From an optimization exercise on the open Yosys and OpenROAD flow, aimed at small area, a short achievable clock period and few clock cycles; shortcuts taken in it are not production practice. Where RTL was checked, it was by simulation tests only, not by an equivalence proof against the original. Power and IR drop assume default switching activity.

## Sobel
module Sobel (
    input         ap_clk,
    input         ap_rst,
    input         ap_start,
    output        ap_done,
    output        ap_idle,
    output        ap_ready,
    input  [31:0] p_src_mat_rows_read,
    input  [31:0] p_src_mat_cols_read,
    output [11:0] p_src_mat_data_V_address0,
    output        p_src_mat_data_V_ce0,
    input  [7:0]  p_src_mat_data_V_q0,
    output [11:0] p_dst_matx_data_V_address0,
    output        p_dst_matx_data_V_ce0,
    output        p_dst_matx_data_V_we0,
    output [7:0]  p_dst_matx_data_V_d0,
    output [11:0] p_dst_maty_data_V_address0,
    output        p_dst_maty_data_V_ce0,
    output        p_dst_maty_data_V_we0,
    output [7:0]  p_dst_maty_data_V_d0
);
localparam NS = 4;             
localparam H  = 1 << NS;       
localparam PW = NS + 1;        
wire [12:0] R_in = p_src_mat_rows_read[12:0];
wire [6:0]  C_in = p_src_mat_cols_read[6:0];
reg          busy;             
reg          run;              
reg  [5:0]   cm1;              
reg  [6:0]   cc;               
reg  [12:0]  rem;              
reg          nfull;            
reg          nlast;            
reg  [PW-1:0] nvlen;           
reg          last;             
reg  [PW-1:0] vlen;            
reg  [PW-1:0] p;               
reg          colend;           
reg          cn;               
reg          r1;               
reg          bub;              
reg  [5:0]   cr;               
  ...
Size: roughly 1700 cells after synthesis, about 550 flip-flops, about 0.020 sq mm of cells after synthesis.
==> flow/config.mk <==
export PLATFORM = sky130hd
export DESIGN_NAME = Sobel
export DESIGN_NICKNAME = Sobel
export VERILOG_FILES = /design/flow/design.v
export SDC_FILE = /design/flow/constraint.sdc
export NUM_CORES = 4
export LEC_CHECK = 0
export CAP_MARGIN = 20
export CORE_MARGIN = 2
export CORE_UTILIZATION = 55
export CTS_CLUSTER_DIAMETER = 80
export CTS_CLUSTER_SIZE = 32
export SETUP_SLACK_MARGIN = 2.7
export SLEW_MARGIN = 20
export BUFFER_PORTS_ARGS = -buffer_cell sky130_fd_sc_hd__buf_1
==> flow/constraint.sdc <==
create_clock -name core_clock -period 5.0 [get_ports {ap_clk}]
set_input_delay 1.0000 -clock core_clock [delete_from_list [all_inputs] [get_ports {ap_clk}]]
set_output_delay 1.0000 -clock core_clock [all_outputs]
set_load 0.01 [all_outputs]
standard.sh (not shown) runs the stock make flow with config.mk's settings and CLKGATE_MAP_FILE= SYNTH_SCRIPT=/design/flow/synth_recipe.tcl, a recipe that flattens the netlist after the stock synthesis.
==> flow/flow/run.sh <==
#!/bin/bash
# Standard layout flow; only the cell used to buffer the ports is chosen
# (sky130_fd_sc_hd__buf_1 instead of the tool's default pick).
set -o pipefail
cp standard.sh standard_sh_copy.log
cp config.mk config_orig.log
echo 'export BUFFER_PORTS_ARGS = -buffer_cell sky130_fd_sc_hd__buf_1' >> config.mk
bash standard.sh > standard_run.log 2>&1
The baseline completed without violations.
Next try:
--- a/flow/design.v
+++ b/flow/design.v
@@ -19,59 +19,60 @@
     output        p_dst_maty_data_V_ce0,
     output        p_dst_maty_data_V_we0,
     output [7:0]  p_dst_maty_data_V_d0
 );
 localparam NS = 4;             
 localparam H  = 1 << NS;       
 localparam PW = NS + 1;        
 wire [12:0] R_in = p_src_mat_rows_read[12:0];
 wire [6:0]  C_in = p_src_mat_cols_read[6:0];
+wire [12:0] R_m3  = R_in - 2'd3;
+wire [7:0]  kc_in = (R_in <= 13'd2) ? 8'd0 : R_m3[NS +: 8];
+wire [PW-1:0] vll = (R_in <= 13'd2) ? 1'b1 : {1'b0, R_m3[NS-1:0]} + 1'b1;
 reg          busy;             
 reg          run;              
-reg  [5:0]   cm1;              
 reg  [6:0]   cc;               
-reg  [12:0]  rem;              
+reg  [7:0]   kc;               
 reg          nfull;            
-reg          nlast;            
-reg  [PW-1:0] nvlen;           
 reg          last;             
 reg  [PW-1:0] vlen;            
 reg  [PW-1:0] p;               
 reg          colend;           
 reg          cn;               
 reg          r1;               
 reg          bub;              
 reg  [5:0]   cr;               
 reg          lastcol;          
 reg          col0, col1;       
 reg          c1;               
 reg          k_row, k_col, k_new;   
-reg          k_ci;             
+reg          k_ov;             
 reg          flush;            
 reg          ovl;              
 reg          s0;               
 reg          t0;               
 reg  [11:0]  rd;               
 reg  [11:0]  cb;               
 reg          rdce;
 wire accept  = !busy && ap_start;
 wire st_new  = colend && (flush ? !last : (lastcol && !last && nfull));   
 wire st_fl   = colend && !flush && lastcol && (last || !nfull);            
 wire st_col  = colend && !flush && !lastcol;                               
 wire st_end  = colend && flush && last;
 wire ext     = flush && last && !bub;
 wire [11:0] rd_row = rd + {5'd0, cc};
 wire [11:0] rd_col = cb + 1'b1;
-wire [11:0] rd_str = rd + ~{5'd0, cm1, 1'b1} + k_ci;
-wire [11:0] rd_n   = ({12{k_row}} & rd_row) | ({12{k_col}} & rd_col) | ({12{k_new}} & rd_str);
+wire [11:0] rd_n   = ({12{k_row}} & rd_row) | ({12{k_col || (k_new && k_ov)}} & rd_col) |
+                     ({12{k_new && !k_ov}} & cb);
+wire        cap    = (p == H - 1) && !last && (flush || (lastcol && nfull));
 wire         n_run    = run && !st_end;
 wire         n_flush  = st_fl ? 1'b1 : st_new ? 1'b0 : flush;
-wire         n_last   = st_new ? nlast : last;
+wire         n_last   = st_new ? (kc == 8'd1) : last;
 wire [PW-1:0] n_p     = colend ? {PW{1'b0}} : p + 1'b1;
 wire         n_colend = !colend && (p == vlen);
 wire         n_cn     = !colend && !cn && (p == vlen);
 wire         n_kcol   = n_colend && !flush && (!lastcol || last || !nfull);
 wire         n_knew   = n_colend && (flush ? !last : (lastcol && !last && nfull));
 always @(posedge ap_clk) begin
     if (ap_rst) begin
         busy <= 1'b0;
         run  <= 1'b0;
@@ -90,57 +91,56 @@
         k_row <= n_run && !(ext ? cn : n_colend);
         k_col <= n_run && n_kcol;
         k_new <= n_run && n_knew;
         if (ap_done) busy <= 1'b0;
         run  <= n_run;
         rdce <= n_run && !n_flush && !(bub && (n_p[1] || (r1 && n_p[0])));
     end
 end
 always @(posedge ap_clk) begin
-    nfull <= (rem >= 2*H + 2);
-    nlast <= (rem <= 2*H + 2);
-    nvlen <= (rem <= 2*H + 2) ? rem[PW-1:0] - (H + 2) : H;
+    cc  <= C_in;
+    c1  <= (C_in[5:0] == 6'd1);
+    r1  <= (R_in == 13'd1);
+    bub <= (R_in <= 13'd2);
+end
+always @(posedge ap_clk) begin
+    nfull <= (kc != 8'd1) || vll[NS];
     if (accept) begin
-        cm1    <= C_in[5:0] - 1'b1;
-        rem    <= R_in;
-        last   <= (R_in <= H + 2);
-        vlen   <= (R_in <= H + 2) ? ((R_in <= 13'd2) ? 1'b1 : R_in[PW-1:0] - 2'd2) : H;
-        r1     <= (R_in == 13'd1);
-        bub    <= (R_in <= 13'd2);
+        kc     <= kc_in;
+        last   <= (kc_in == 8'd0);
+        vlen   <= (kc_in == 8'd0) ? vll : H;
         cn     <= 1'b0;
         p      <= 0;
         colend <= 1'b0;
         flush  <= 1'b0;
         ovl    <= 1'b0;
         s0     <= 1'b1;
         t0     <= 1'b1;
         cb     <= 12'd0;
-        cc     <= C_in;
         cr     <= C_in[5:0] - 1'b1;
         lastcol <= (C_in[5:0] == 6'd1);
-        c1     <= (C_in[5:0] == 6'd1);
         col0   <= 1'b1;
         col1   <= 1'b0;
-        k_ci   <= 1'b1;
-    end else begin
-        k_ci   <= !(n_knew && flush);
+        k_ov   <= 1'b1;
+    end else begin
+        k_ov   <= !flush;
         p      <= n_p;
         colend <= ext ? cn : n_colend;
         cn     <= n_cn;
         flush  <= n_flush;
         last   <= n_last;
-        if (k_col) cb <= rd_col;
-        if (k_new) cb <= rd_str;
+        if (k_col || (k_new && k_ov)) cb <= rd_col;
+        else if (cap) cb <= rd;
         if (st_new) begin
-            rem  <= rem - H;
-            vlen <= nvlen;
+            kc   <= kc - 1'b1;
+            vlen <= (kc == 8'd1) ? vll : H;
             s0   <= 1'b0;
-            cr   <= cm1;
+            cr   <= C_in[5:0] - 1'b1;
             lastcol <= c1;
             col0 <= 1'b1;
             col1 <= 1'b0;
             ovl  <= !flush;
             t0   <= s0;
         end
         if (st_fl || st_col) begin
             cr   <= cr - 1'b1;
             lastcol <= (cr == 6'd1);
Via count went down by 4.7%.
Final cell count fell by about 4.5%.
Utilization rises by 0.91 points.
Non-clock buffer count does not change.
Maximum frequency came out higher by about 0.5%.
Wire length goes down by 6.2%.
Count of clock-buffer cells in the layout drops by 1.
Die area fell by 5.0%.
Worst setup slack is better by 0.011 ns.
Total power came out lower by about 4%.
Testbench counts after the change, summed over its fixed seeds: cycles 82,208.
No functional check of the RTL was part of the first run of this note.

what the ideal ports hide:
Ports are ideal in the flow. The routed layouts listed here were re-timed in OpenROAD. Step 1 assumes that a clkbuf_16 drives the clock port and a buf_2 every other input. Step 2 moves the port delays by t, midway between the first and last clock arrival at a register: inputs arrive t later, outputs are due t later. That takes back most of the time a late clock gives input paths. Three values: no drivers, after step 1, after step 2; two values: the first two.
run | t (ns) | slack for setup (ns) | worst data-port slew with drivers (ns)
the first run | 0.605 | 2.635 / 2.635 / 2.172 | 0.05
the second run | 0.607 | 2.646 / 2.646 / 2.124 | 0.08
After both steps setup and hold are still met in every run listed. The setup slack of the second run, which loses most, moves by 0.000 ns with the drivers and by -0.522 ns with both steps.
